This is an optimization exercise on Yosys and OpenROAD, whose aim is small area and a short achievable clock period, not a production implementation.
At most, simulation tests tie the RTL to the original design; equivalence was not proved.
Power and IR drop assume default switching activity.

## neuron
module neuron(
    input  logic clk,
    input  logic rst_n,
    input  logic signed [7:0] x,
    input  logic signed [7:0] w,
    input  logic signed [7:0] bias,
    output logic signed [17:0] y
);
Size: about 580 cells after synthesis, ~140 flip-flops, ~44 I/O pins, roughly 6500 sq um of cells after synthesis.
export LEC_CHECK = 0
export CAP_MARGIN = 20
export CORE_MARGIN = 2
export CORE_UTILIZATION = 40
export SETUP_SLACK_MARGIN = 3.4
export SLEW_MARGIN = 20
create_clock -name core_clock -period 6.0 [get_ports {clk}]
standard.sh (not shown) runs the stock make flow with config.mk's settings and CLKGATE_MAP_FILE= SYNTH_SCRIPT=/design/flow/synth_recipe.tcl, a recipe that flattens the netlist after the stock synthesis.
==> flow/flow/run.sh <==
#!/bin/bash
# Standard ORFS layout, except that the port buffers are the smallest
# plain buffer (buffer_ports picks a slow delay cell by default).
# Each step's full output goes to a log file in the work folder.
set -euo pipefail
export BUFFER_PORTS_ARGS="-buffer_cell sky130_fd_sc_hd__buf_1"
bash standard.sh synth > synth.log 2>&1
bash standard.sh > layout.log 2>&1
The first run passed the timing, design-rule and antenna checks.
Edit:
- CTS_BUF_LIST: not set -> sky130_fd_sc_hd__clkbuf_4 sky130_fd_sc_hd__clkbuf_8
- CTS_CLUSTER_DIAMETER: not set -> 100
- CTS_CLUSTER_SIZE: not set -> 30
=> Routed wire length increases slightly; die area stays the same; global-route usage barely changes.
Edit:
==> flow/flow/run.sh (replaced) <==
#!/bin/bash
# Standard ORFS layout, except that the port buffers are the smallest
# plain buffer (buffer_ports picks a slow delay cell by default) and the
# clock tree uses fewer, larger sink clusters and no dummy loads.
# Each step's full output goes to a log file in the work folder.
set -euo pipefail
export BUFFER_PORTS_ARGS="-buffer_cell sky130_fd_sc_hd__buf_1"
export CTS_ARGS="-sink_clustering_enable -repair_clock_nets -sink_clustering_size 30 -sink_clustering_max_diameter 200 -buf_list {sky130_fd_sc_hd__clkbuf_4 sky130_fd_sc_hd__clkbuf_8} -dont_use_dummy_load"
bash standard.sh synth > synth.log 2>&1
bash standard.sh > layout.log 2>&1
- CTS_BUF_LIST: sky130_fd_sc_hd__clkbuf_4 sky130_fd_sc_hd__clkbuf_8 -> not set
- CTS_CLUSTER_DIAMETER: 100 -> not set
- CTS_CLUSTER_SIZE: 30 -> not set
- SETUP_SLACK_MARGIN: 3.4 -> 3.6
Outcome: Die area stays the same; fmax went up by 3.1%; worst hold slack got worse by 3.7 ps; final area went up by 1.2%; routed wire length went up by 1.8%; via count hardly moves; clock power went down by 25%.
Function was not checked in any run of this note: the RTL went through the layout flow alone.

neuron again, from the RTL that the note above started with.
clock: 6.0 ns
lec_check: 0
cap_margin: 20
core_margin: 2
core_utilization: 40
cts_buf_list: sky130_fd_sc_hd__clkbuf_4 sky130_fd_sc_hd__clkbuf_8
cts_cluster_diameter: 100
cts_cluster_size: 30
setup_slack_margin: 3.6
slew_margin: 20
==> flow/flow/run.sh <==
#!/bin/bash
# Standard ORFS layout, except that the port buffers are the smallest
# plain buffer (buffer_ports picks a slow delay cell by default).
# Each step's full output goes to a log file in the work folder.
set -euo pipefail
export BUFFER_PORTS_ARGS="-buffer_cell sky130_fd_sc_hd__buf_1"
bash standard.sh synth > synth.log 2>&1
bash standard.sh > layout.log 2>&1
The first run finished with timing, DRC and antenna clean.
Next try:
==> flow/flow/run.sh (replaced) <==
#!/bin/bash
# Standard ORFS layout, except that the port buffers are the smallest
# plain buffer (buffer_ports picks a slow delay cell by default) and the
# clock tree uses fewer, larger sink clusters and no dummy loads.
# Each step's full output goes to a log file in the work folder.
set -euo pipefail
export BUFFER_PORTS_ARGS="-buffer_cell sky130_fd_sc_hd__buf_1"
export CTS_ARGS="-sink_clustering_enable -repair_clock_nets -sink_clustering_size 30 -sink_clustering_max_diameter 200 -buf_list {sky130_fd_sc_hd__clkbuf_4 sky130_fd_sc_hd__clkbuf_8} -dont_use_dummy_load"
bash standard.sh synth > synth.log 2>&1
bash standard.sh > layout.log 2>&1
Settings changed: CORE_UTILIZATION 40 to 55, CTS_BUF_LIST sky130_fd_sc_hd__clkbuf_4 sky130_fd_sc_hd__clkbuf_8 to default, CTS_CLUSTER_DIAMETER 100 to default, CTS_CLUSTER_SIZE 30 to default, PLACE_DENSITY from default to 0.75.
Outcome: Total power is lower by a few percent. Utilization rises by 16 points. Routed wire length decreases by a few percent. Non-clock buffer count is higher by 4. Register-to-register slack is worse by 20 ps.
No functional check of the RTL was part of any run of this note.

## juniper
Another version of the RTL of neuron (not shown whole).
Size in the first run: roughly 580 cells after synthesis, about 140 flip-flops, ~44 I/O pins, roughly 0.0065 mm2 of cells after synthesis.
export LEC_CHECK = 0
export CAP_MARGIN = 20
export CORE_MARGIN = 2
export CORE_UTILIZATION = 40
export SETUP_SLACK_MARGIN = 3.6
export SLEW_MARGIN = 20
create_clock -name core_clock -period 6.0 [get_ports {clk}]
==> flow/flow/run.sh <==
#!/bin/bash
# Standard ORFS layout, except that the port buffers are the smallest
# plain buffer (buffer_ports picks a slow delay cell by default) and the
# clock tree uses fewer, larger sink clusters and no dummy loads.
# Each step's full output goes to a log file in the work folder.
set -euo pipefail
export BUFFER_PORTS_ARGS="-buffer_cell sky130_fd_sc_hd__buf_1"
export CTS_ARGS="-sink_clustering_enable -repair_clock_nets -sink_clustering_size 30 -sink_clustering_max_diameter 200 -buf_list {sky130_fd_sc_hd__clkbuf_4 sky130_fd_sc_hd__clkbuf_8} -dont_use_dummy_load"
bash standard.sh synth > synth.log 2>&1
bash standard.sh > layout.log 2>&1
juniper completed; timing, DRC and antenna clean
What pepper does differently from juniper at the input level:
Settings: CORE_UTILIZATION now 60, was 40; ABC_AREA now 1, previously not set; SETUP_SLACK_MARGIN now 3.75, was 3.6.
The final layout from juniper, which completed every stage, passed the timing, design-rule and antenna checks at the end of the flow. pepper | status: complete | timing, DRC, antenna: pass. Total wire length after detailed routing shrinks by a few percent when moving from juniper to pepper. In pepper the synthesized-area fraction occupied by adder cells turned out 0.31 points higher than in juniper. pepper: final period utilization 3.8 points below juniper. Taking juniper as the reference, in pepper time the final worst path needs with I/O delays and setup shows a reduction of 0.23 ns; clock group share of total power shows an increase of 0.5 points.

Setup of v38:
Another version of the RTL of neuron (not shown whole).
Size in the first run: about 630 cells after synthesis, roughly 140 flip-flops, roughly 44 I/O pins, about 6300 um2 of cells after synthesis.
Settings: LEC_CHECK=0, ABC_AREA=1, CAP_MARGIN=20, CORE_MARGIN=2, CORE_UTILIZATION=50, GPL_TIMING_DRIVEN=0, SETUP_SLACK_MARGIN=3.75, SLEW_MARGIN=20; clock period 6.0 ns.
Scripts as last shown in full above: flow/flow/run.sh
Having completed the whole flow, v38 delivered a layout that passed the timing, design-rule and antenna checks.
Input-level comparison between v14 and v38:
Settings: swapping 20 for 0 in CAP_MARGIN; clearing GPL_TIMING_DRIVEN, which used to be 0; swapping 20 for 0 in SLEW_MARGIN.
--- outcome ---
For the clock skew, v14 came in 5.6 ps higher than v38 did.
Non-clock buffer count in the final layout went down by more than 10% going from v38 to v14.
On v14: combinational power share is 0.3 points lower than what v38 gave.
Between v38 and v14, the flow reports fmax increasing slightly.
v38 vs v14, first element of the critical path: alo[2] vs bneg[2]
Cell count: v14 < v38
Relative to v38, wire length on met3 increased by 63 um in v14.
Compared with v38, v14 shows a lower number of nets in the layout.
For v2, these inputs were changed with respect to v14:
Settings: CAP_MARGIN changed from 0 to 20; SLEW_MARGIN changed from 0 to 20.
--- outcome ---
- The flow did not stop early for v2: all stages ran, and the layout cleared the timing, design-rule and antenna checks.
- Comparing v2 with v14, the shortest clock period the worst path allows after layout came out essentially unchanged.
- Reported for v2 and v14, clock sink total turned out identical to the last digit.
- As far as number of non-filler instances in the completed layout goes, v14 and v2 are indistinguishable; the numbers are identical.
- Diff v14..v2 | vertical die dimension | unchanged
- Changes observed in v2 relative to v14: fraction of power consumed by combinational cells has remained practically unchanged, sequential element share of the synthesized area has remained practically unchanged.
- Post-layout instance area came out exactly the same in v2 and v14.
- Between v2 and v14, the area of the core region does not differ in any meaningful way.
- v2 and v14 ended up with roughly the same top fanout value on the critical path.

neuron, a different RTL version from the one above (not shown whole).
For scale: roughly 140 flip-flops, ~44 I/O pins.
clock: 6.0 ns
lec_check: 0
cap_margin: 20
core_margin: 2
core_utilization: 40
setup_slack_margin: 3.6
slew_margin: 20
Scripts as last shown in full above: flow/flow/run.sh
The baseline passed the timing, design-rule and antenna checks.
Change:
SETUP_SLACK_MARGIN = 3.8   (was 3.6)
The changed run went through all stages and came out clean.
Design area is higher by a few percent.
Power goes up by a little under a tenth.
Sequential power barely changes.
Setup slack improves by 70 ps.
Via count fell slightly.
Utilization rose by 2.4 points.
Routed wire length went up by a few percent.

Setup of run 1:
RTL: one of the versions met above, not the one the previous note started from.
Size in the first run: roughly 710 cells after synthesis, roughly 44 I/O pins.
clock: 6.0 ns
lec_check: 0
abc_area: 1
cap_margin: 20
core_margin: 2
core_utilization: 40
setup_slack_margin: 3.75
slew_margin: 20
Scripts as last shown in full above: flow/flow/run.sh
The inputs of run 2 differ from those of run 1 as listed below.
# run 1
export LEC_CHECK = 0
export ABC_AREA = 1
export CAP_MARGIN = 20
export CORE_MARGIN = 2
export CORE_UTILIZATION = 40
export SETUP_SLACK_MARGIN = 3.75
export SLEW_MARGIN = 20
create_clock -name core_clock -period 6.0 [get_ports {clk}]
# run 2
export LEC_CHECK = 0
export CAP_MARGIN = 20
export CORE_MARGIN = 2
export CORE_UTILIZATION = 40
export SETUP_SLACK_MARGIN = 3.3
export SLEW_MARGIN = 20
create_clock -name core_clock -period 6.0 [get_ports {clk}]
==> flow/run.sh (new file) <==
#!/bin/bash
# synth_recipe.tcl (not shown) runs the flow's synth.tcl, then flattens the netlist and writes it again
# the make line also repeats each setting of config.mk as NAME=value (left out here)
make -C /OpenROAD-flow-scripts/flow DESIGN_CONFIG=/design/flow/config.mk WORK_HOME=/design/flow/orfs CLKGATE_MAP_FILE= SYNTH_SCRIPT=/design/flow/synth_recipe.tcl finish
removed: flow/flow/run.sh
removed: flow/standard.sh
[summary]
When the final numbers for run 1 and run 2 were put side by side, the delay of the slowest critical-path stage turned out to be greater in run 1.
Taking run 1 as the reference point, the final cell count without fillers of run 2 falls by about 15%.
Met1 layer wirelength in the final routing delta for run 2 relative to run 1: about 6% lower
Est. power | run 2 vs run 1 | run 2 higher
Between run 1 and run 2, clock group share of total power increased.
Here is what was changed in the inputs of run 3 compared with run 2.
# run 2
export LEC_CHECK = 0
export CAP_MARGIN = 20
export CORE_MARGIN = 2
export CORE_UTILIZATION = 40
export SETUP_SLACK_MARGIN = 3.3
export SLEW_MARGIN = 20
create_clock -name core_clock -period 6.0 [get_ports {clk}]
# run 3
export LEC_CHECK = 0
export CAP_MARGIN = 20
export CORE_MARGIN = 2
export CORE_UTILIZATION = 40
export SETUP_SLACK_MARGIN = 3.8
export SLEW_MARGIN = 20
create_clock -name core_clock -period 6.0 [get_ports {clk}]
==> flow/flow/run.sh (new file) <==
#!/bin/bash
# Standard ORFS layout, except that the port buffers are the smallest
# plain buffer (buffer_ports picks a slow delay cell by default) and the
# clock tree uses fewer, larger sink clusters and no dummy loads.
# Each step's full output goes to a log file in the work folder.
set -euo pipefail
export BUFFER_PORTS_ARGS="-buffer_cell sky130_fd_sc_hd__buf_1"
export CTS_ARGS="-sink_clustering_enable -repair_clock_nets -sink_clustering_size 30 -sink_clustering_max_diameter 200 -buf_list {sky130_fd_sc_hd__clkbuf_4 sky130_fd_sc_hd__clkbuf_8} -dont_use_dummy_load"
bash standard.sh synth > synth.log 2>&1
bash standard.sh > layout.log 2>&1
==> flow/standard.sh (new file) <==
#!/bin/bash
# synth_recipe.tcl (not shown) runs the flow's synth.tcl, then flattens the netlist and writes it again
# the make line also repeats each setting of config.mk as NAME=value (left out here)
make -C /OpenROAD-flow-scripts/flow DESIGN_CONFIG=/design/flow/config.mk WORK_HOME=/design/flow/orfs CLKGATE_MAP_FILE= SYNTH_SCRIPT=/design/flow/synth_recipe.tcl "${@:-finish}"
removed: flow/run.sh
## What came out
Run 3 vs. run 2: clock transition at the registers of the reported paths roughly the same; placed instance area lower; detailed-route vias per instance higher.
For the number of filler instances in the final layout, run 3 came in about 3% lower than run 2 did.
Function was not checked in any run of this note: the RTL went through the layout flow alone.

[separate check: timing with driven ports]
How much do the figures lean on ideal ports? The routed layouts below were timed once more, with nothing changed but the port constraints. Step 1, drivers: a clkbuf_16 drives clk and a buf_2 each remaining input, both assumed. Step 2 times the ports against the registers' clock, not the clock port: input delays grow and output delays shrink by t, the midpoint of the rising clock arrivals with the driver on. Three values: ideal ports, drivers, drivers and shift; two values: the first two.
run	t (ns)	slack for setup (ns)	slew at the worst register clock pin (ns)	worst data-port slew with drivers (ns)	pins driven straight from the clock port
the first run of note 1	0.452	3.494 / 3.505 / 3.053	0.06 / 0.06	0.03	1
the second run of note 1	0.481	3.452 / 3.462 / 2.981	0.09 / 0.09	0.03	1
the third run of note 1	0.460	3.530 / 3.524 / 3.064	0.07 / 0.07	0.04	1
the first run of note 2	0.467	3.501 / 3.511 / 3.044	0.09 / 0.09	0.04	1
the second run of note 2	0.458	3.492 / 3.474 / 3.016	0.08 / 0.08	0.05	1
juniper	0.450	3.623 / 3.631 / 3.186	0.08 / 0.08	0.04	1
pepper	0.445	3.852 / 3.852 / 3.640	0.08 / 0.08	0.04	1
v38	0.453	3.862 / 3.840 / 3.624	0.08 / 0.08	0.03	1
v14	0.446	3.883 / 3.853 / 3.617	0.08 / 0.08	0.04	1
v2	0.446	3.883 / 3.853 / 3.617	0.08 / 0.08	0.04	1
the first run of note 5	0.454	3.505 / 3.505 / 3.229	0.08 / 0.08	0.04	1
the second run of note 5	0.453	3.575 / 3.575 / 3.369	0.08 / 0.08	0.05	1
run 1	0.458	3.851 / 3.849 / 3.403	0.07 / 0.07	0.03	1
run 2	0.452	3.340 / 3.354 / 2.902	0.06 / 0.06	0.03	1
run 3	0.462	3.563 / 3.563 / 3.102	0.07 / 0.07	0.05	1
After both steps setup and hold are still met in every run listed. For the second run of note 2, which loses most, drivers alone change the setup slack by -0.018 ns; drivers and shift together by -0.476 ns.
